Context: an optimization exercise on an open-source flow, tuned for small area and a short achievable clock period. The choices shown serve that exercise and are no tape-out recipe.
Only simulation tests tie the RTL to the original design; equivalence was not proved.
Power figures rest on the tool's default switching activity, not on a simulated workload.

==> design/flow/design.v <==
`timescale 1ns / 1ps
module riscv32_core (
    input  wire clk,
    input  wire reset,
    input  wire [31:0] instr_in,
    output wire [31:0] pc_dbg,
    output wire [31:0] instr_dbg,
    output wire [31:0] x1_dbg,
    output wire [31:0] x2_dbg,
    output wire [31:0] x3_dbg,
    output wire [31:0] x4_dbg
);
    reg [31:2] pc;
    always @(posedge clk or posedge reset) begin
        if (reset)
            pc <= 30'd0;
        else
            pc <= pc + 30'd1;
    end
    assign pc_dbg = {pc, 2'b00};
    wire [31:0] instr = instr_in;
    assign instr_dbg = instr;
    wire [6:0] opcode = instr[6:0];
    wire [4:0] rd     = instr[11:7];
    wire [4:0] rs1    = instr[19:15];
    wire [4:0] rs2    = instr[24:20];
    wire [6:0] funct7 = instr[31:25];
    wire is_opimm = (opcode == 7'b0010011);
    wire is_op    = (opcode == 7'b0110011);
    wire sub      = is_op & (funct7 == 7'b0100000);
    wire wen      = (is_opimm | is_op) & (rd != 5'd0);
    reg        p_v;         
    reg [4:0]  p_rd;
    reg [31:0] p_s0;        
    reg [7:0]  p_bg;        
    reg [7:0]  p_bp;        
    reg        p_inv;       
    function [7:0] blkcarry(input [7:0] g, input [7:0] p);
        reg [7:0] gg, pp, gn, pn;
        integer lvl, i, j;
        begin
            gg = g;
            pp = p;
            for (lvl = 0; lvl < 3; lvl = lvl + 1) begin
                gn = gg;
                pn = pp;
                for (i = 0; i < 8; i = i + 1) begin
                    if (i & (1 << lvl)) begin
                        j = ((i >> lvl) << lvl) - 1;
                        gn[i] = gg[i] | (pp[i] & gg[j]);
                        pn[i] = pp[i] & pp[j];
                    end
                end
                gg = gn;
                pp = pn;
            end
            blkcarry = {gg[6:0], 1'b0};
        end
    endfunction
    wire [7:0]  p_bc = blkcarry(p_bg, p_bp);
    wire [31:0] p_sel;
    genvar q;
    generate
        for (q = 0; q < 8; q = q + 1) begin : gsel
            assign p_sel[4*q+3:4*q] = p_s0[4*q+3:4*q] ^ ({4{p_bc[q]}} &
                {&p_s0[4*q+2:4*q], &p_s0[4*q+1:4*q], p_s0[4*q], 1'b1});
        end
    endgenerate
    wire [31:0] p_sum = p_sel ^ {32{p_inv}};
    wire [31:0] p_hot = p_v ? (32'd1 << p_rd) : 32'd0;
    reg [31:1] xv;
    always @(posedge clk or posedge reset) begin
        if (reset)
            xv <= 31'd0;
        else
            xv <= xv | p_hot[31:1];
    end
    wire [31:0] rd_ok = {xv & ~p_hot[31:1], 1'b0};
    wire [31:0] xs [0:31];
    assign xs[0] = 32'd0;
    genvar g;
    generate
        for (g = 1; g < 32; g = g + 1) begin : gx
            reg [31:0] r;
            always @(posedge clk)
                if (p_hot[g])
                    r <= p_sum;
            assign xs[g] = r;
        end
    endgenerate
    function [31:0] rdport(input [4:0] r);
        integer k;
        reg [31:0] acc;
        begin
            acc = p_hot[r] ? p_sum : 32'd0;
            for (k = 1; k < 32; k = k + 1)
                acc = acc | ({32{(r == k) & rd_ok[k]}} & xs[k]);
            rdport = acc;
        end
    endfunction
    wire [31:0] imm_i = {{20{instr[31]}}, instr[31:20]};
    wire [31:0] a = rdport(rs1) ^ {32{sub}};
    wire [31:0] b = is_opimm ? imm_i : rdport(rs2);
    wire [31:0] gen = a & b;
    wire [31:0] prp = a ^ b;
    function [47:0] blocks(input [31:0] g, input [31:0] p);
        reg [31:0] s0;
        reg [7:0]  bg, bp;
        integer n;
        begin
            for (n = 0; n < 8; n = n + 1) begin
                s0[4*n]   = p[4*n];
                s0[4*n+1] = p[4*n+1] ^ g[4*n];
                s0[4*n+2] = p[4*n+2] ^ (g[4*n+1] | (p[4*n+1] & g[4*n]));
                s0[4*n+3] = p[4*n+3] ^ (g[4*n+2] | (p[4*n+2] & g[4*n+1])
                                       | (p[4*n+2] & p[4*n+1] & g[4*n]));
                bg[n] = g[4*n+3] | (p[4*n+3] & g[4*n+2])
                      | (p[4*n+3] & p[4*n+2] & g[4*n+1])
                      | (p[4*n+3] & p[4*n+2] & p[4*n+1] & g[4*n]);
                bp[n] = &p[4*n +: 4];
            end
            blocks = {bp, bg, s0};
        end
    endfunction
    wire [47:0] blk = blocks(gen, prp);
    always @(posedge clk or posedge reset) begin
        if (reset)
            p_v <= 1'b0;
        else
            p_v <= wen;
    end
    always @(posedge clk) begin
        p_rd  <= rd;
        p_s0  <= blk[31:0];
        p_bg  <= blk[39:32];
        p_bp  <= blk[47:40];
        p_inv <= sub;
    end
    assign x1_dbg = p_hot[1] ? p_sum : (xs[1] & {32{xv[1]}});
    assign x2_dbg = p_hot[2] ? p_sum : (xs[2] & {32{xv[2]}});
    assign x3_dbg = p_hot[3] ? p_sum : (xs[3] & {32{xv[3]}});
    assign x4_dbg = p_hot[4] ? p_sum : (xs[4] & {32{xv[4]}});
endmodule
==> design/flow/flow/run.sh <==
#!/bin/bash
# Layout flow: the standard ORFS flow (standard.sh), unchanged, with three
# optimisation settings passed through the environment:
#  - port buffers use sky130_fd_sc_hd__buf_2 instead of the default delay
#    buffer (every input and output port still gets its own buffer);
#  - timing repair aims for extra setup slack, so that the design is sized
#    for a shorter achieved period (the SDC and clock period are unchanged);
#  - clock tree synthesis uses ORFS's default arguments but inserts no dummy
#    loads.
# make's full output goes to standard.log; ORFS's per-step logs stay under
# orfs/logs/.
set -euo pipefail
export BUFFER_PORTS_ARGS="-buffer_cell sky130_fd_sc_hd__buf_2"
export SETUP_SLACK_MARGIN=6.8
export CTS_ARGS="-sink_clustering_enable -repair_clock_nets -dont_use_dummy_load"
bash standard.sh > standard.log 2>&1
==> design/flow/standard.sh <==
#!/bin/bash
# synth_recipe.tcl (not shown) runs the flow's synth.tcl, then flattens the netlist and writes it again
# the make line also repeats each setting of config.mk as NAME=value (left out here)
make -C /OpenROAD-flow-scripts/flow DESIGN_CONFIG=/design/flow/config.mk WORK_HOME=/design/flow/orfs CLKGATE_MAP_FILE= SYNTH_SCRIPT=/design/flow/synth_recipe.tcl "${@:-finish}"
==> design/flow/config.mk <==
export PLATFORM = sky130hd
export DESIGN_NAME = riscv32_core
export DESIGN_NICKNAME = riscv32_core
export VERILOG_FILES = /design/flow/design.v
export SDC_FILE = /design/flow/constraint.sdc
export NUM_CORES = 4
export LEC_CHECK = 0
export CAP_MARGIN = 20
export CORE_MARGIN = 2
export CORE_UTILIZATION = 40
export PLACE_DENSITY = 0.55
export SLEW_MARGIN = 20
==> design/flow/constraint.sdc <==
create_clock -name core_clock -period 12.0 [get_ports {clk}]
set_input_delay 2.4000 -clock core_clock [delete_from_list [all_inputs] [get_ports {clk}]]
set_output_delay 2.4000 -clock core_clock [all_outputs]
set_load 0.01 [all_outputs]
==> flow_summary_export.csv, run 1 <==
group,metric,value,unit
status,outcome,"complete, no violations",
worst_hold_path,holdPathStages,1,
grt,track_usage,37.5,%
detailed_routing,drt-total-wl,245000,µm
clock_network,cts_buffers,114,
synth,synth.cell_area,50000,µm²
power_and_ir_drop,p_sw_share,21.8,%
cells_and_area,final_util,47.0,%
critical_path,regToRegSetupSlack,6.94,ns
cells_and_area,fill_cells,10900,
synth,yosys-top-cells-area,"edfxtp_1 (60%), a22oi_1 (5.8%), a22o_1 (3.9%)",
timing,setup_violations,0,
clock_network,holdBufCountCts,0,
grt,antenna_found_initial,11,
power_and_ir_drop,total_power,7.60,mW
clock_network,cts_buffer_depth,3,
worst_hold_path,whs_endpoint,"pc[31]$_DFF_PP0_",
place,port_buffers,217,
critical_path,critical_path_class,"in -> reg",
detailed_routing,viasPerCell,7.57,
synth,yosys.area.top_type,"edfxtp_1",
synth,async_flop_share,5.61,%
worst_hold_path,min_path_type,"reg -> reg",
synth,ys.flop_type,"edfxtp_1",
worst_hold_path,min_from,"pc[31]$_DFF_PP0_",
timing,finalHoldViolCount,0,
timing,slew_violations,0,
synth,ys_seq_area_share,64.8,%
clock_network,insertion_delay,0.72,ns
timing,fin_tns_setup,0,ns
synth,synth_cell_types,80,
critical_path,crit_chain,"buf_4 -> or3b_4 -> a2111oi_4 -> clkbuf_8 -> a222oi_1 -> nand4_1 -> a2111oi_4 -> xnor2_2 -> ha_1 -> and4_1",
power_and_ir_drop,p_switching,1.66,mW
cells_and_area,final_net_count,3986,
synth,synthTopCellsByCount,"edfxtp_1 (992), a22oi_1 (388), a22o_1 (225)",
timing,fin_worst_skew,0.0422,ns
detailed_routing,drc,0,
synth,yosys_warnings,1,
floorplanning,die_h,357,µm
power_and_ir_drop,ir_drop,0.122,mV
critical_path,crit_path_frequent_cell,"a2111oi_4",
timing,whs,0.461,ns
synth,synth_edf_count,992,
cells_and_area,stdcell_count,5552,
floorplanning,core_area,124000,µm²
critical_path,reg2reg_from,"p_v$_DFF_PP0_",
critical_path,endpoint_kind,"register",
timing,fmax,191,MHz
timing,tightest_slew,1.17,ns
place,hpwl,143000,µm
grt,grt_pass1_wl,329000,µm
synth,synth_top_area_share,59.6,%
place,dp_cells,5393,
detailed_routing,vias,42000,
critical_path,cp-start-kind,"input pin",
critical_path,cp_data_required_time,12.61,ns
synth,netlist_instances,3698,
power_and_ir_drop,powerDensity,131,nW/µm²
critical_path,r2r-end,"p_bg[6]$_DFF_P_",
timing,min_period,5.24,ns
clock_network,clock-sinks,1105,
power_and_ir_drop,p_clk_share,40.3,%
synth,syn_avg_cell_area,13.5,µm²
floorplanning,dieArea,128000,µm²
critical_path,crit_arrival,5.85,ns
timing,relSlewSlack,21.8,%
floorplanning,std_cell_rows,129,
place,gp_congestion,0.995,
detailed_routing,drt_iter0_markers,8094,
critical_path,reg2reg_depth,15,
grt,grt_pass1_vias,38900,
power_and_ir_drop,power.internal,5.94,mW
floorplanning,fp.dieW,357,µm
clock_network,cts_root_buffer,"clkbuf_16",
cells_and_area,layout-drive-gt1-share,19.2,%
floorplanning,ios,226,
synth,synth-seq-cells,1105,
power_and_ir_drop,power_leakage,19.2,nW
clock_network,cts_tree,"built",
detailed_routing,ant_nets,0,
critical_path,critPathMaxStageDelay,0.57,ns
power_and_ir_drop,seq_power_share,55.7,%
clock_network,htree_levels,3,
critical_path,path_max_fanout,31,
synth,yosys.cell_count.top_type,"edfxtp_1",
power_and_ir_drop,p_comb_share,4.0,%
floorplanning,start_util,40.4,%
grt,grt_overflow,0,
flow_run,cap_violations,0,
cells_and_area,area_growth,16.5,%
critical_path,slowest_stage,"clkbuf_8",
grt,grt_max_degree,63,
timing,fin_crit_sh,43.7,%
detailed_routing,wl_per_cell,44.2,µm
timing,rsz0062_at_grt,"true",
clock_network,path_clk_slew,0.06,ns
detailed_routing,drt_pass1_iterations,10,
-- power by group through the flow --
| stage | Sequential [mW] | Clock, mW | Combinational (mW) |
|---|---|---|---|
| global route | 4.23 | 3.20 | 0.316 |
| CTS | 4.23 | 3.06 | 0.280 |
| global placement | 4.31 | 0 | 0.262 |
| detailed placement | 4.31 | 0 | 0.264 |
| floorplan | 4.30 | 0 | 0.153 |
| finish | 4.23 | 3.06 | 0.305 |
-- layout by cell type (no fill, tap or decap), types with 22 or more instances in the layout --
master | synthesis | layout
edfxtp_1 | 992 | 992
a22oi_1 | 388 | 380
a22o_1 | 225 | 225
a221oi_1 | 222 | 221
buf_2 | 92 | 207
nand3_1 | 197 | 196
o21ai_0 | 164 | 146
nand2_1 | 145 | 138
nand4_1 | 132 | 132
buf_4 | 38 | 123
clkbuf_16 | 0 | 114
xnor2_1 | 94 | 86
inv_1 | 83 | 73
a222oi_1 | 64 | 64
dfrtp_1 | 62 | 58
buf_6 | 0 | 45
ha_1 | 46 | 44
dfxtp_1 | 51 | 42
a2111oi_4 | 0 | 41
xor2_1 | 48 | 37
and3_1 | 39 | 37
nor2_1 | 61 | 33
a21oi_1 | 42 | 33
nor2_4 | 0 | 26
a2111oi_0 | 55 | 24
nor4_1 | 32 | 22
-- worst max-delay path: cells and delay by family --
kind                     cells  cell delay (ns)
AO/OA/AOI/OAI                3             0.65
XOR/XNOR                     1             0.38
AND/OR/NAND/NOR              3             1.24
adder cells (fa/ha/maj)      1             0.39
buffers and inverters        2             0.75
-- routing by layer --
metal | GRT usage, % | up-vias | part of all wire (%)
met1 | 47.8 | 20900 | 36
met3 | 16.6 | 1057 | 16
met4 | 21.6 | 14 | 7.2
li1 | - | 15700 | -
met2 | 52.6 | 4333 | 40
met5 | 1.52 | - | 0.13
-- metrics by stage --
step | worst slack (ns) | instance area [µm²]
detailed placement | 5.04 | 53700
CTS | 6.77 | 57600
global route | 6.74 | 58200
finish | 6.76 | 58200
global placement | 5.08 | 53700
floorplan | 6.78 | 50400
-- timing repair --
item,4_1_cts,5_1_grt
endpoints found under the setup margin,178,60
endpoints found under the hold margin,0,0
gates cloned,1,0
gates resized for setup,201,96
pin swaps,16,26
setup buffers,22,7
-- cells by family after synthesis --
kind of cell,share of synthesized area (%)
XOR/XNOR,2.53
flip-flops,64.8
AND/OR/NAND/NOR,7.83
other,0.00751
buffers and inverters,3.56
adder cells (fa/ha/maj),1.19
AO/OA/AOI/OAI,20.1
multiplexers,0.0200
-- how the worst max path moves through the flow --
stage	cells after the start	startpoint	slack, ns	endpoint
after global routing	14	instr_in[20]	6.74	p_s0[31]$_DFF_P_
after detailed placement	14	instr_in[19]	5.04	p_bg[2]$_DFF_P_
final	10	instr_in[16]	6.76	p_bp[5]$_DFF_P_
after floorplan	14	instr_in[23]	6.78	p_s0[31]$_DFF_P_
after global placement	14	instr_in[19]	5.08	p_bg[2]$_DFF_P_
after CTS	2	instr_in[15]	6.77	instr_dbg[15]
-- area by class of cell --
type | instances | area, µm² | area share, %
multi-input combinational | 2189 | 17400 | 30.0
antenna | 12 | 30.0 | 0.0516
timing repair buffer | 411 | 3120 | 5.37
tap | 1637 | 2050 | 3.52
clock buffer | 114 | 2850 | 4.90
inverter | 84 | 317 | 0.544
sequential | 1105 | 32400 | 55.6
-- state kept, by name, indices dropped and copies added (netlist names) --
signal and count:
p_inv 1, xv 31, gx.r 992, p_bg 7
p_s0 32, p_v 1, pc 30, p_bp 6
p_rd 5
==> run 2: changes to the inputs <==
==> design/flow/flow/run.sh (replaced) <==
#!/bin/bash
# Layout flow: the standard ORFS flow (standard.sh), unchanged, with three
# optimisation settings passed through the environment:
#  - port buffers use sky130_fd_sc_hd__buf_2 instead of the default delay
#    buffer (every input and output port still gets its own buffer);
#  - timing repair aims for extra setup slack, so that the design is sized
#    for a shorter achieved period (the SDC and clock period are unchanged);
#  - clock tree synthesis uses ORFS's default arguments plus larger sink
#    clusters and no dummy loads, for fewer clock buffers (the clock still
#    reaches every register through the buffered tree).
# make's full output goes to standard.log; ORFS's per-step logs stay under
# orfs/logs/.
set -euo pipefail
export BUFFER_PORTS_ARGS="-buffer_cell sky130_fd_sc_hd__buf_2"
export SETUP_SLACK_MARGIN=6.8
export CTS_ARGS="-sink_clustering_enable -repair_clock_nets -dont_use_dummy_load -sink_clustering_size 24 -sink_clustering_max_diameter 80"
bash standard.sh > standard.log 2>&1
==> run 2 against run 1 <==
Compared with the run above:
- still clean on timing, DRC and antenna
- flip-flop and latch count is the same
- non-clock buffer count rose by 19
- synthesized cell count stayed put
- synthesized area is the same
- fmax barely moved
- core utilization shrank 1.0 points
- final cell count is 0.77% lower
- worst setup slack better by 0.0042 ns
- register-to-register slack lost 0.09 ns
- clock power shrank 33%
==> flow_summary_export.csv, run 2 <==
group,metric,value,unit
floorplanning,std_cell_rows,129,
clock_network,clock-sinks,1105,
floorplanning,die_h,357,µm
cells_and_area,layout-drive-gt1-share,18.4,%
timing,finalHoldViolCount,0,
detailed_routing,drc,0,
cells_and_area,area_growth,13.9,%
clock_network,htree_levels,2,
clock_network,cts_buffer_depth,3,
timing,setup_ws,6.76,ns
floorplanning,fp.dieW,357,µm
timing,fin_worst_skew,0.0478,ns
timing,tightest_slew,1.20,ns
detailed_routing,drt-total-wl,245000,µm
synth,synth_edf_count,992,
synth,yosys_warnings,1,
place,hpwl,143000,µm
floorplanning,ios,226,
critical_path,cp_top_family,"compound AO/OA/AOI/OAI gates",
detailed_routing,viasPerCell,7.55,
cells_and_area,stdcell_count,5509,
clock_network,holdBufCountCts,0,
power_and_ir_drop,powerDensity,116,nW/µm²
clock_network,cts_buffers,55,
critical_path,endpoint_kind,"register",
clock_network,path_clk_slew,0.09,ns
cells_and_area,final_util,46.0,%
grt,antenna_found_initial,9,
status,outcome,"complete, no violations",
timing,fmax,191,MHz
detailed_routing,wl_per_cell,44.5,µm
critical_path,path_max_fanout,32,
timing,fin_crit_sh,43.6,%
place,dp_cells,5393,
critical_path,crit_chain,"buf_4 -> inv_1 -> nand3_1 -> nor4_2 -> buf_4 -> a22oi_2 -> nand4_1 -> a2111oi_1 -> a21oi_1 -> ha_1 -> a21oi_1 -> nor2b_1 -> o21ai_0 -> nand2b_1",
clock_network,cts_root_buffer,"clkbuf_16",
power_and_ir_drop,total_power,6.58,mW
synth,synthTopCellsByCount,"edfxtp_1 (992), a22oi_1 (388), a22o_1 (225)",
cells_and_area,largest_register_ffs,992,
timing,slew_violations,0,
cells_and_area,top_register,"gx.r",
cells_and_area,top_regs,"gx.r x992, p_s0 x32, xv x31",
critical_path,cp_data_required_time,12.61,ns
synth,netlist_instances,3698,
timing,whs,0.466,ns
worst_hold_path,min_path_type,"reg -> reg",
floorplanning,start_util,40.4,%
critical_path,critical_path_class,"in -> reg",
grt,grt_max_degree,63,
detailed_routing,ant_nets,0,
place,port_buffers,217,
synth,syn_avg_cell_area,13.5,µm²
flow_run,cap_violations,0,
detailed_routing,drt_pass1_iterations,12,
grt,grt_pass1_wl,327000,µm
synth,ys_seq_area_share,64.8,%
cells_and_area,final_net_count,3946,
critical_path,cp.buffers_inverters,3,
detailed_routing,drt_iter0_markers,7820,
synth,yosys.cell_count.top_type,"edfxtp_1",
power_and_ir_drop,power_leakage,18.6,nW
clock_network,cts_tree,"built",
synth,yosys.area.top_type,"edfxtp_1",
timing,setup_violations,0,
clock_network,insertion_delay,0.73,ns
floorplanning,core_area,124000,µm²
timing,min_period,5.24,ns
detailed_routing,vias,41600,
critical_path,slowest_stage,"a2111oi_1",
synth,synth-seq-cells,1105,
timing,fin_tns_setup,0,ns
place,gp_congestion,0.995,
synth,synth_cell_types,80,
cells_and_area,most-common-layout-cells,"edfxtp_1 (992), a22oi_1 (380), a22o_1 (225), a221oi_1 (221), buf_2 (206)",
synth,ys.flop_type,"edfxtp_1",
synth,async_flop_share,5.61,%
synth,synth.cell_area,50000,µm²
grt,grt_pass1_vias,38300,
power_and_ir_drop,ir_drop,0.114,mV
critical_path,crit_arrival,5.84,ns
grt,track_usage,37.2,%
cells_and_area,stdcell_area,56900,µm²
grt,grt_overflow,0,
critical_path,critPathMaxStageDelay,0.65,ns
timing,relSlewSlack,19.5,%
synth,yosys-top-cells-area,"edfxtp_1 (60%), a22oi_1 (5.8%), a22o_1 (3.9%)",
synth,synth_top_area_share,59.6,%
floorplanning,dieArea,128000,µm²
timing,rsz0062_at_grt,"true",
place,postPlaceCellArea,53700,µm²
cells_and_area,final_common_cell,"edfxtp_1",
critical_path,cp-start-kind,"input pin",
place,place_ws,5.04,ns
run 2: power breakdown:
group / leakage (nW) / internal [mW] / switching [mW]
sequential: 10.2 / 4.21 / 0.0154
clock: 0.678 / 0.815 / 1.23
combinational: 7.70 / 0.0780 / 0.227
total: 18.6 / 5.10 / 1.47
run 2: path summary, 6_finish.rpt:
check / from / end / slack (ns) / cells past startpoint
min: pc[31]$_DFF_PP0_ / pc[31]$_DFF_PP0_ / 0.47 / 1
max reg2reg: p_v$_DFF_PP0_ / p_bg[0]$_DFF_P_ / 6.85 / 15
min reg2reg: pc[31]$_DFF_PP0_ / pc[31]$_DFF_PP0_ / 0.47 / 1
max in group asynchronous: reset / xv[1]$_DFF_PP0_ / 9.36 / 3
max: instr_in[24] / p_bg[6]$_DFF_P_ / 6.76 / 14
min in group asynchronous: reset / pc[31]$_DFF_PP0_ / 1.95 / 3
run 2: cell families after synthesis:
logic type / share of synthesized area (%)
AO/OA/AOI/OAI: 20.1
XOR/XNOR: 2.53
adder cells (fa/ha/maj): 1.19
buffers and inverters: 3.56
flip-flops: 64.8
multiplexers: 0.0200
other: 0.00751
AND/OR/NAND/NOR: 7.83
run 2: what timing repair did:
action | in CTS | in global routing
setup buffers | 22 | 26
endpoints found under the hold margin | 0 | 0
resized for setup | 208 | 100
pin swaps | 17 | 27
gates cloned | 1 | 1
setup endpoints to repair | 179 | 68
run 2: area by class of cell:
type                       count  area, µm²
antenna                        9       22.5
clock buffer                  55       1380
fill                       11000      66900
inverter                      84        317
multi-input combinational   2189      17500
sequential                  1105      32400
tap                         1637       2050
timing repair buffer         430       3270
run 2: worst reg2reg max path, cell delays in order, from the launching register on:
cell,delay [ns]
dfrtp_2,0.43
buf_4,0.19
nand4b_1,0.55
nor2_4,0.23
buf_4,0.78
nor4_2,0.13
buf_4,0.39
a22oi_2,0.57
nand4_1,0.25
a2111oi_4,0.51
a21oi_2,0.16
ha_1,0.38
a21oi_2,0.19
nor2b_1,0.07
o21ai_0,0.16
nand2b_1,0.07
run 2: routing by layer:
layer  track usage [%]  wire length (µm)
met5                 0               238
met4              20.2             17300
met3              16.4             40100
met2              52.2             99200
met1              48.2             88100
==> run 3: changes to the inputs <==
--- a/design/flow/flow/run.sh
+++ b/design/flow/flow/run.sh
@@ -12,6 +12,6 @@
 # orfs/logs/.
 set -euo pipefail
 export BUFFER_PORTS_ARGS="-buffer_cell sky130_fd_sc_hd__buf_2"
-export SETUP_SLACK_MARGIN=6.8
+export SETUP_SLACK_MARGIN=7.0
 export CTS_ARGS="-sink_clustering_enable -repair_clock_nets -dont_use_dummy_load -sink_clustering_size 24 -sink_clustering_max_diameter 80"
 bash standard.sh > standard.log 2>&1
==> run 3 against run 2 <==
Compared with the run above:
- critical path type unchanged
- highest routed layer unchanged
- largest cell class unchanged
- clock skew grew 0.019 ns
- cell area grew 4.6%
- flip-flop and latch count unchanged
- synthesized area did not move
- sequential share of layout area fell by 2.5 points
- still clean on timing, DRC and antenna
==> flow_summary_export.csv, run 3 <==
group,metric,value,unit
status,outcome,"complete, no violations",
synth,synthTopCellsByCount,"edfxtp_1 (992), a22oi_1 (388), a22o_1 (225)",
floorplanning,fp.dieW,357,µm
clock_network,htree_levels,2,
power_and_ir_drop,ir_drop,0.118,mV
cells_and_area,layout-drive-gt1-share,22.1,%
critical_path,cp-start-kind,"input pin",
synth,synth_top_area_share,59.6,%
timing,finalHoldViolCount,0,
grt,antenna_found_initial,10,
critical_path,critical_path_class,"in -> reg",
flow_run,cap_violations,0,
power_and_ir_drop,power_leakage,19.7,nW
place,gp_congestion,0.977,
clock_network,cts_buffer_depth,3,
clock_network,cts_root_buffer,"clkbuf_16",
floorplanning,die_h,357,µm
floorplanning,std_cell_rows,129,
synth,ys.flop_type,"edfxtp_1",
cells_and_area,most-common-layout-cells,"edfxtp_1 (992), a22oi_1 (379), a22o_1 (225), a221oi_1 (209), nand3_1 (193)",
floorplanning,dieArea,128000,µm²
critical_path,crit_arrival,5.67,ns
synth,synth-seq-cells,1105,
synth,synth_edf_count,992,
timing,fin_tns_setup,0,ns
cells_and_area,top_register,"gx.r",
critical_path,reg2reg_depth,16,
synth,yosys.cell_count.top_type,"edfxtp_1",
timing,fin_crit_sh,42.6,%
critical_path,regToRegSetupSlack,7.12,ns
synth,async_flop_share,5.61,%
detailed_routing,drc,0,
synth,yosys.area.top_type,"edfxtp_1",
cells_and_area,fill_cells,10700,
detailed_routing,drt_iter0_markers,8656,
synth,yosys_warnings,1,
detailed_routing,wl_per_cell,45.5,µm
floorplanning,core_area,124000,µm²
clock_network,cts_tree,"built",
detailed_routing,drt_pass1_iterations,9,
critical_path,cp_data_required_time,12.55,ns
cells_and_area,largest_register_ffs,992,
timing,setup_violations,0,
synth,ys_seq_area_share,64.8,%
cells_and_area,area_growth,19.2,%
timing,fmax,195,MHz
cells_and_area,top_regs,"gx.r x992, p_s0 x32, xv x31",
place,hpwl,139000,µm
timing,whs,0.479,ns
synth,syn_avg_cell_area,13.5,µm²
clock_network,path_clk_slew,0.10,ns
detailed_routing,drt-total-wl,255000,µm
synth,synth_cell_types,80,
clock_network,holdBufCountCts,0,
timing,fin_worst_skew,0.0671,ns
worst_hold_path,min_path_type,"reg -> reg",
critical_path,endpoint_kind,"register",
timing,slew_violations,0,
clock_network,cts_buffers,56,
cells_and_area,stdcell_count,5605,
timing,min_period,5.12,ns
synth,netlist_instances,3698,
floorplanning,ios,226,
detailed_routing,viasPerCell,7.62,
place,dp_cells,5393,
critical_path,path_max_fanout,32,
floorplanning,start_util,40.4,%
clock_network,insertion_delay,0.72,ns
grt,grt_pass1_wl,333000,µm
detailed_routing,vias,42700,
cells_and_area,final_net_count,4048,
grt,track_usage,38.0,%
detailed_routing,ant_nets,0,
grt,grt_pass1_vias,39300,
synth,synth.cell_area,50000,µm²
place,port_buffers,217,
worst_hold_path,holdPathStages,1,
timing,relSlewSlack,22.3,%
power_and_ir_drop,powerDensity,112,nW/µm²
timing,tightest_slew,1.16,ns
clock_network,clock-sinks,1105,
cells_and_area,final_common_cell,"edfxtp_1",
timing,rsz0062_at_grt,"true",
synth,yosys-top-cells-area,"edfxtp_1 (60%), a22oi_1 (5.8%), a22o_1 (3.9%)",
grt,grt_overflow,0,
grt,grt_max_degree,63,
==> run 3: per-layer routing <==
metal / global-route usage (%) / routed length (µm)
met4: 23.0 / 20100
met1: 47.7 / 86400
met5: 0 / 50
met2: 54.6 / 105000
met3: 15.6 / 43700
==> run 3: timing repair <==
action | 4_1_cts | 5_1_grt
cloned | 17 | 10
buffers inserted | 60 | 66
pin swaps | 26 | 56
gates resized for setup | 366 | 278
endpoints found under the setup margin | 202 | 160
==> run 3: stage by stage <==
step	worst slack, ns	cell area, µm²	power [mW]	utilization, %
floorplan	6.87	50600	4.46	-
global placement	5.06	53900	4.58	43.5
detailed placement	5.31	53900	4.58	43.5
CTS	6.90	57800	6.61	46.6
global route	6.88	59500	6.78	48.1
finish	6.88	59500	6.66	48.1
==> run 3: logic make-up (layout without fill, tap and decap cells) <==
kind of cell             count (synthesis)  count (layout)  share of synthesized area, %
AO/OA/AOI/OAI                         1271            1271                          20.1
flip-flops                            1105            1105                          64.8
AND/OR/NAND/NOR                        725             727                          7.83
buffers and inverters                  405             669                          3.56
XOR/XNOR                               143             143                          2.53
adder cells (fa/ha/maj)                 47              47                          1.19
other                                    1               5                       0.00751
multiplexers                             1               1                        0.0200
==> run 3: critical path, cell delays in order <==
cell,delay (ns)
bufbuf_16,0.23
nand3_1,0.21
a2111oi_4,0.39
buf_6,0.55
a22o_1,0.26
a2111oi_0,0.10
and4_1,0.27
a41oi_1,0.68
xnor3_1,0.55
==> run 3: worst paths after layout <==
kind | to | startpoint
max | p_s0[31]$_DFF_P_ | instr_in[23]
min | pc[31]$_DFF_PP0_ | pc[31]$_DFF_PP0_
max reg2reg | p_s0[31]$_DFF_P_ | p_v$_DFF_PP0_
min reg2reg | pc[31]$_DFF_PP0_ | pc[31]$_DFF_PP0_
max in group asynchronous | xv[4]$_DFF_PP0_ | reset
min in group asynchronous | xv[1]$_DFF_PP0_ | reset
==> run 3: area by class of cell <==
type                    instances  area, µm²  share of cell area (%)
well taps                    1637       2050                    3.44
multi-input cells            2191      18100                    30.4
flip-flops and latches       1105      32400                    54.4
clock buffers                  56       1400                    2.35
inverters                      84        317                   0.532
diodes                          3       7.51                  0.0126
repair buffers                529       5270                    8.86
==> run 3: report_power, final <==
group          switching (mW)  leakage (nW)  internal, mW
logic                   0.249          8.81         0.125
clock network            1.24         0.690         0.829
registers              0.0115          10.2          4.21
==> run 4: changes to the inputs <==
--- a/design/flow/flow/run.sh
+++ b/design/flow/flow/run.sh
@@ -12,6 +12,6 @@
 # orfs/logs/.
 set -euo pipefail
 export BUFFER_PORTS_ARGS="-buffer_cell sky130_fd_sc_hd__buf_2"
-export SETUP_SLACK_MARGIN=7.0
+export SETUP_SLACK_MARGIN=6.8
 export CTS_ARGS="-sink_clustering_enable -repair_clock_nets -dont_use_dummy_load -sink_clustering_size 24 -sink_clustering_max_diameter 80"
 bash standard.sh > standard.log 2>&1
--- a/design/flow/config.mk
+++ b/design/flow/config.mk
@@ -8,5 +8,5 @@
 export CAP_MARGIN = 20
 export CORE_MARGIN = 2
 export CORE_UTILIZATION = 40
-export PLACE_DENSITY = 0.55
+export PLACE_DENSITY = 0.65
 export SLEW_MARGIN = 20
==> run 4 against run 3 <==
Compared with the run above:
- via count about the same
- register-to-register slack got worse by 0.32 ns
- total power decreased by 2.0%
- die area unchanged
- clock power decreased by 3%
- highest routed layer unchanged
==> flow_summary_export.csv, run 4 <==
group,metric,value,unit
critical_path,critical_path_class,"in -> reg",
timing,relSlewSlack,22.7,%
critical_path,cp-start-kind,"input pin",
grt,track_usage,35.5,%
synth,ys_seq_area_share,64.8,%
floorplanning,start_util,40.4,%
synth,ys.flop_type,"edfxtp_1",
synth,yosys-top-cells-area,"edfxtp_1 (60%), a22oi_1 (5.8%), a22o_1 (3.9%)",
status,outcome,"complete, no violations",
timing,fin_tns_setup,0,ns
critical_path,cp_data_required_time,12.56,ns
power_and_ir_drop,total_power,6.53,mW
cells_and_area,layout-drive-gt1-share,18.4,%
critical_path,r2r-end,"p_bg[0]$_DFF_P_",
floorplanning,std_cell_rows,129,
critical_path,path_max_fanout,31,
synth,synthTopCellsByCount,"edfxtp_1 (992), a22oi_1 (388), a22o_1 (225)",
detailed_routing,wl_per_cell,42.7,µm
place,port_buffers,217,
synth,synth-seq-cells,1105,
place,place_ws,5.24,ns
clock_network,clock-sinks,1105,
grt,grt_pass1_wl,315000,µm
synth,synth_edf_count,992,
cells_and_area,stdcell_count,5522,
critical_path,reg2reg_depth,15,
grt,grt_overflow,0,
cells_and_area,top_register,"gx.r",
cells_and_area,largest_register_ffs,992,
place,gp_congestion,1.01,
floorplanning,core_area,124000,µm²
synth,syn_avg_cell_area,13.5,µm²
grt,grt_pass1_vias,39200,
clock_network,cts_buffer_depth,3,
timing,fmax,188,MHz
synth,synth_top_area_share,59.6,%
timing,fin_worst_skew,0.0850,ns
clock_network,htree_levels,2,
critical_path,crit_start,"instr_in[16]",
timing,min_period,5.32,ns
synth,synth.cell_area,50000,µm²
floorplanning,die_h,357,µm
detailed_routing,ant_nets,0,
detailed_routing,drc,0,
clock_network,cts_tree,"built",
grt,grt_max_degree,63,
place,hpwl,135000,µm
floorplanning,ios,226,
timing,tightest_slew,1.16,ns
timing,finalHoldViolCount,0,
worst_hold_path,min_path_type,"reg -> reg",
power_and_ir_drop,powerDensity,115,nW/µm²
place,dp_cells,5398,
timing,slew_violations,0,
cells_and_area,final_net_count,3963,
synth,yosys_warnings,1,
synth,netlist_instances,3698,
synth,async_flop_share,5.61,%
synth,yosys.cell_count.top_type,"edfxtp_1",
cells_and_area,final_common_cell,"edfxtp_1",
critical_path,crit_arrival,5.88,ns
detailed_routing,viasPerCell,7.73,
clock_network,cts_root_buffer,"clkbuf_16",
synth,synth_cell_types,80,
flow_run,cap_violations,0,
critical_path,crit_end,"p_s0[27]$_DFF_P_",
timing,rsz0062_at_grt,"true",
critical_path,endpoint_kind,"register",
critical_path,regToRegSetupSlack,6.80,ns
cells_and_area,fill_cells,10800,
cells_and_area,most-common-layout-cells,"edfxtp_1 (992), a22oi_1 (386), a22o_1 (225), a221oi_1 (221), buf_2 (205)",
clock_network,holdBufCountCts,0,
detailed_routing,drt_iter0_markers,9316,
timing,setup_ws,6.68,ns
synth,yosys.area.top_type,"edfxtp_1",
timing,fin_crit_sh,44.3,%
power_and_ir_drop,ir_drop,0.101,mV
detailed_routing,drt_pass1_iterations,13,
clock_network,insertion_delay,0.71,ns
floorplanning,dieArea,128000,µm²
floorplanning,fp.dieW,357,µm
critical_path,reg2reg_from,"p_rd[3]$_DFF_P_",
clock_network,cts_buffers,54,
timing,setup_violations,0,
cells_and_area,top_regs,"gx.r x992, p_s0 x32, xv x31",
grt,antenna_found_initial,8,
detailed_routing,drt-total-wl,236000,µm
detailed_routing,vias,42700,
power_and_ir_drop,power_leakage,18.6,nW
cells_and_area,area_growth,14.0,%
clock_network,path_clk_slew,0.10,ns
run 4: what timing repair did:
item,CTS,global route
resized for setup,170,134
buffers inserted,33,30
pin swaps,14,14
setup endpoints to repair,177,91
gates cloned,0,2
run 4: worst min path at each step:
stage / startpoint / to / slack (ns) / cells after the start
detailed placement: pc[30]$_DFF_PP0_ / pc[30]$_DFF_PP0_ / 0.48 / 1
global route: pc[31]$_DFF_PP0_ / pc[31]$_DFF_PP0_ / 0.51 / 1
finish: pc[31]$_DFF_PP0_ / pc[31]$_DFF_PP0_ / 0.50 / 1
CTS: pc[31]$_DFF_PP0_ / pc[31]$_DFF_PP0_ / 0.50 / 1
global placement: pc[31]$_DFF_PP0_ / pc[31]$_DFF_PP0_ / 0.45 / 1
floorplan: xv[19]$_DFF_PP0_ / xv[19]$_DFF_PP0_ / 0.45 / 2
run 4: cell families (layout without fill, tap and decap cells):
logic type | count (synthesis) | after routing | share of synthesized area (%)
compound gates | 1271 | 1271 | 20.1
fa+ha+maj | 47 | 47 | 1.19
buf+inv | 405 | 586 | 3.56
xor+xnor | 143 | 143 | 2.53
other cells | 1 | 7 | 0.00751
mux | 1 | 1 | 0.0200
simple gates | 725 | 725 | 7.83
flops | 1105 | 1105 | 64.8
run 4: per-stage QoR:
stage          instance area (µm²)  utilization [%]  hold slack (ns)
2_1_floorplan                50400                -            0.448
3_3_place_gp                 53800             43.4            0.452
3_5_place_dp                 53800             43.4            0.483
4_1_cts                      56100             45.3            0.499
5_1_grt                      57000             46.0            0.510
6_report                     57000             46.0            0.495
run 4: power breakdown:
part           switching [mW]  internal, mW  total (mW)
logic                   0.226        0.0800       0.306
registers              0.0148          4.21        4.23
clock network            1.20         0.801        2.00
run 4: layout make-up:
type,instances,area [µm²],share of cell area (%)
antenna,5,12.5,0.0220
tap,1637,2050,3.60
inverter,84,318,0.558
sequential,1105,32400,56.9
timing repair buffer,448,3390,5.95
multi-input combinational,2189,17500,30.7
clock buffer,54,1350,2.37
run 4: worst max-delay path, stage by stage:
cell and delay, ns:
buf_4 0.19, or3b_4 0.52, a2111oi_4 0.37, buf_6 0.49
a22o_1 0.28, a221oi_1 0.07, nand4_1 0.20, a2111oi_2 0.09
xnor2_1 0.59, ha_1 0.32, a21o_1 0.13, a21oi_1 0.07
xnor2_1 0.13
run 4: per-layer routing:
metal,GRT usage (%),routed length [µm]
met1,42.7,75600
met2,50.0,93600
met3,16.1,42500
met4,25.3,23800
met5,1.85,336
==> run 5: changes to the inputs <==
--- a/design/flow/design.v
+++ b/design/flow/design.v
@@ -34,8 +34,8 @@
     reg [31:0] p_s0;        
     reg [7:0]  p_bg;        
     reg [7:0]  p_bp;        
-    reg        p_inv;       
-    function [7:0] blkcarry(input [7:0] g, input [7:0] p);
+    reg        p_cin;       
+    function [7:0] blkcarry(input [7:0] g, input [7:0] p, input cin);
         reg [7:0] gg, pp, gn, pn;
         integer lvl, i, j;
         begin
@@ -54,10 +54,10 @@
                 gg = gn;
                 pp = pn;
             end
-            blkcarry = {gg[6:0], 1'b0};
+            blkcarry = {gg[6:0] | (pp[6:0] & {7{cin}}), cin};
         end
     endfunction
-    wire [7:0]  p_bc = blkcarry(p_bg, p_bp);
+    wire [7:0]  p_bc = blkcarry(p_bg, p_bp, p_cin);
     wire [31:0] p_sel;
     genvar q;
     generate
@@ -66,7 +66,7 @@
                 {&p_s0[4*q+2:4*q], &p_s0[4*q+1:4*q], p_s0[4*q], 1'b1});
         end
     endgenerate
-    wire [31:0] p_sum = p_sel ^ {32{p_inv}};
+    wire [31:0] p_sum = p_sel;
     wire [31:0] p_hot = p_v ? (32'd1 << p_rd) : 32'd0;
     reg [31:1] xv;
     always @(posedge clk or posedge reset) begin
@@ -99,8 +99,8 @@
         end
     endfunction
     wire [31:0] imm_i = {{20{instr[31]}}, instr[31:20]};
-    wire [31:0] a = rdport(rs1) ^ {32{sub}};
-    wire [31:0] b = is_opimm ? imm_i : rdport(rs2);
+    wire [31:0] a = rdport(rs1);
+    wire [31:0] b = is_opimm ? imm_i : (rdport(rs2) ^ {32{sub}});
     wire [31:0] gen = a & b;
     wire [31:0] prp = a ^ b;
     function [47:0] blocks(input [31:0] g, input [31:0] p);
@@ -134,7 +134,7 @@
         p_s0  <= blk[31:0];
         p_bg  <= blk[39:32];
         p_bp  <= blk[47:40];
-        p_inv <= sub;
+        p_cin <= sub;
     end
     assign x1_dbg = p_hot[1] ? p_sum : (xs[1] & {32{xv[1]}});
     assign x2_dbg = p_hot[2] ? p_sum : (xs[2] & {32{xv[2]}});
--- a/design/flow/config.mk
+++ b/design/flow/config.mk
@@ -8,5 +8,5 @@
 export CAP_MARGIN = 20
 export CORE_MARGIN = 2
 export CORE_UTILIZATION = 40
-export PLACE_DENSITY = 0.65
+export PLACE_DENSITY = 0.55
 export SLEW_MARGIN = 20
==> run 5 against run 4 <==
Compared with the run above:
- still clean on timing, DRC and antenna
- synthesized area is essentially flat
- fmax shrank 0.23%
- sequential power is essentially flat
- critical path depth grew 2
- count of clock-buffer cells in the layout grew 2
- cell area grew 1.6%
- sequential share of layout area shrank 0.85 points
- final cell count grew 0.89%
- non-clock buffer count grew 32
- clock power grew 3%
- flip-flop and latch count grew 1
- routed wire length grew 12%
- largest power group unchanged
==> flow_summary_export.csv, run 5 <==
group,metric,value,unit
synth,syn_avg_cell_area,13.5,µm²
critical_path,r2r-end,"p_bg[4]$_DFF_P_",
place,gp_congestion,0.944,
place,place_ws,5.27,ns
synth,yosys.area.top_type,"edfxtp_1",
timing,setup_violations,0,
synth,async_flop_share,5.61,%
critical_path,path_max_fanout,24,
critical_path,crit_end,"p_bg[4]$_DFF_P_",
clock_network,insertion_delay,0.73,ns
floorplanning,die_h,358,µm
timing,relSlewSlack,20.8,%
grt,grt_overflow,0,
clock_network,clock-sinks,1106,
floorplanning,std_cell_rows,129,
timing,setup_ws,6.67,ns
synth,yosys-mux-area-fraction,0.0650,%
timing,fmax,188,MHz
cells_and_area,most-common-layout-cells,"edfxtp_1 (992), a22oi_1 (460), nand3_1 (217), buf_2 (205), a22o_1 (189)",
detailed_routing,ant_nets,0,
critical_path,crit_start,"instr_in[17]",
floorplanning,start_util,40.3,%
synth,synth_compound_area_share,20.7,%
critical_path,cp-start-kind,"input pin",
place,hpwl,139000,µm
synth,synth-seq-cells,1106,
timing,min_period,5.33,ns
floorplanning,dieArea,128000,µm²
floorplanning,fp.dieW,358,µm
cells_and_area,area_growth,15.7,%
detailed_routing,drt-total-wl,265000,µm
synth,netlist_instances,3699,
timing,tightest_slew,1.19,ns
synth,synthAdderAreaFrac,1.22,%
grt,grt_pass1_vias,40600,
clock_network,cts_root_buffer,"clkbuf_16",
cells_and_area,largest_register_ffs,992,
cells_and_area,top_regs,"gx.r x992, p_s0 x32, xv x31",
detailed_routing,drt_iter0_markers,9820,
timing,finalHoldViolCount,0,
synth,synth.cell_area,50000,µm²
power_and_ir_drop,ir_drop,0.106,mV
detailed_routing,drt_pass1_iterations,12,
timing,slew_violations,0,
power_and_ir_drop,total_power,6.62,mW
detailed_routing,wl_per_cell,47.6,µm
critical_path,cp_data_required_time,12.61,ns
grt,track_usage,40.1,%
critical_path,regToRegSetupSlack,6.95,ns
synth,synthSimpleGateAreaFrac,8.21,%
detailed_routing,vias,44200,
cells_and_area,fill_cells,11000,
cells_and_area,stdcell_count,5571,
grt,grt_pass1_wl,351000,µm
status,outcome,"complete, no violations",
timing,fin_tns_setup,0,ns
clock_network,cts_buffer_depth,3,
timing,fin_worst_skew,0.0663,ns
grt,grt_max_degree,63,
detailed_routing,drc,0,
critical_path,reg2reg_depth,15,
power_and_ir_drop,power_leakage,19.1,nW
clock_network,path_clk_slew,0.10,ns
clock_network,cts_tree,"built",
critical_path,crit_arrival,5.94,ns
critical_path,reg2reg_from,"p_v$_DFF_PP0_",
worst_hold_path,min_path_type,"reg -> reg",
flow_run,cap_violations,0,
cells_and_area,final_util,46.7,%
cells_and_area,top_register,"gx.r",
synth,ys_seq_area_share,64.7,%
synth,synthTopCellsByCount,"edfxtp_1 (992), a22oi_1 (460), nand3_1 (222)",
synth,synth_cell_types,82,
cells_and_area,layout-drive-gt1-share,19.9,%
power_and_ir_drop,powerDensity,114,nW/µm²
place,dp_cells,5420,
clock_network,htree_levels,2,
clock_network,cts_buffers,56,
synth,synth-xor-area-share,1.49,%
grt,antenna_found_initial,9,
timing,rsz0062_at_grt,"true",
critical_path,endpoint_kind,"register",
detailed_routing,viasPerCell,7.93,
cells_and_area,final_net_count,4007,
critical_path,critical_path_class,"in -> reg",
cells_and_area,final_common_cell,"edfxtp_1",
floorplanning,ios,226,
floorplanning,core_area,124000,µm²
timing,fin_crit_sh,44.4,%
synth,synth_top_family_by_area,"compound AO/OA/AOI/OAI gates",
synth,synth_edf_count,992,
synth,synth_top_area_share,59.6,%
synth,yosys.cell_count.top_type,"edfxtp_1",
place,port_buffers,217,
synth,yosys_warnings,1,
synth,yosys-top-cells-area,"edfxtp_1 (60%), a22oi_1 (6.9%), a22o_1 (3.3%)",
synth,ys.flop_type,"edfxtp_1",
-- run 5: cell types whose count changed after synthesis, sizes merged, moves of 25 or more --
cell	change
nor3	+38
nand3	+25
a22o	-36
xnor2	-42
o211ai	+34
a221oi	-37
a22oi	+72
-- run 5: worst min-delay path by stage --
stage	to	slack (ns)	start	cells after the start
floorplan	xv[29]$_DFF_PP0_	0.46	xv[29]$_DFF_PP0_	1
global placement	pc[31]$_DFF_PP0_	0.46	pc[31]$_DFF_PP0_	1
detailed placement	pc[31]$_DFF_PP0_	0.46	pc[31]$_DFF_PP0_	1
CTS	pc[31]$_DFF_PP0_	0.48	pc[31]$_DFF_PP0_	1
global route	pc[31]$_DFF_PP0_	0.49	pc[31]$_DFF_PP0_	1
finish	pc[31]$_DFF_PP0_	0.48	pc[31]$_DFF_PP0_	1
-- run 5: where the power goes --
group	leakage, nW	total (mW)	internal [mW]	switching [mW]
Combinational	8.01	0.317	0.0870	0.230
Clock	0.690	2.07	0.829	1.24
Sequential	10.4	4.23	4.22	0.0154
-- run 5: worst max-delay path, stage by stage --
cell and delay, ns:
buf_6 0.18, or3b_4 0.51, a2111oi_4 0.37, buf_6 0.33, buf_6 0.42, a22o_1 0.25, a221oi_1 0.06, nand4_1 0.15
nor3_1 0.08, o211ai_1 0.23, ha_1 0.36, a21oi_1 0.24, nor2b_1 0.07, o21ai_0 0.16, nand2b_1 0.07
-- run 5: logic make-up (layout without fill, tap and decap cells) --
group           count (synthesis)  after routing
other cells                     1             13
buf+inv                       403            621
compound gates               1290           1290
mux                             3              3
xor+xnor                       85             85
simple gates                  763            768
fa+ha+maj                      48             48
flops                        1106           1106
-- run 5: cell type report --
cell class	count	area [µm²]	area share, %
flip-flops and latches	1106	32400	56.0
multi-input cells	2196	17600	30.5
repair buffers	480	3970	6.85
well taps	1637	2050	3.54
clock buffers	56	1400	2.42
inverters	84	378	0.653
diodes	11	27.5	0.0476
repair inverters	1	8.76	0.0151
-- run 5: timing repair --
item	CTS	global route
cloned	10	2
setup endpoints to repair	186	108
resized for setup	302	89
pin swaps	25	16
buffers inserted	37	35
hold buffers	0	0
-- run 5: routing by layer --
layer / wire, µm / share of wire, % / global-route usage (%)
met5: 158 / 0.060 / 0.333
met4: 22400 / 8.5 / 24.0
met3: 47500 / 18 / 17.1
met2: 106000 / 40 / 56.5
met1: 89200 / 34 / 51.2
-- run 5: through the flow --
stage	instance area, µm²	hold WS [ns]
6_report	57900	0.477
5_1_grt	57900	0.489
4_1_cts	57200	0.477
3_5_place_dp	54100	0.464
3_3_place_gp	54100	0.463
2_1_floorplan	50700	0.463

-- port drivers added, routing unchanged --
In the flow no input, the clock included, has a driving cell. The finished layouts below were timed again as built, in two steps. Step 1 assumes that a clkbuf_16 drives the clock port and a buf_2 every other input. Step 2 times the ports against the registers' clock, not the clock port: input delays grow and output delays shrink by t, the midpoint of the rising clock arrivals with the driver on. Slacks: ideal ports / drivers / drivers and shift; pairs: ideal ports / drivers.
run | t, ns | slack for setup (ns) | cell pins on the clock port's net
run 1 | 0.774 | 6.759 / 6.720 / 6.034 | 1
run 2 | 0.788 | 6.764 / 6.711 / 6.024 | 1
run 3 | 0.762 | 6.882 / 6.760 / 5.998 | 1
run 4 | 0.745 | 6.679 / 6.630 / 5.984 | 1
run 5 | 0.768 | 6.667 / 6.704 / 5.936 | 1
After both steps every run listed still meets setup and hold. For run 3, which loses most, drivers alone change the setup slack by -0.122 ns; drivers and shift together by -0.884 ns.
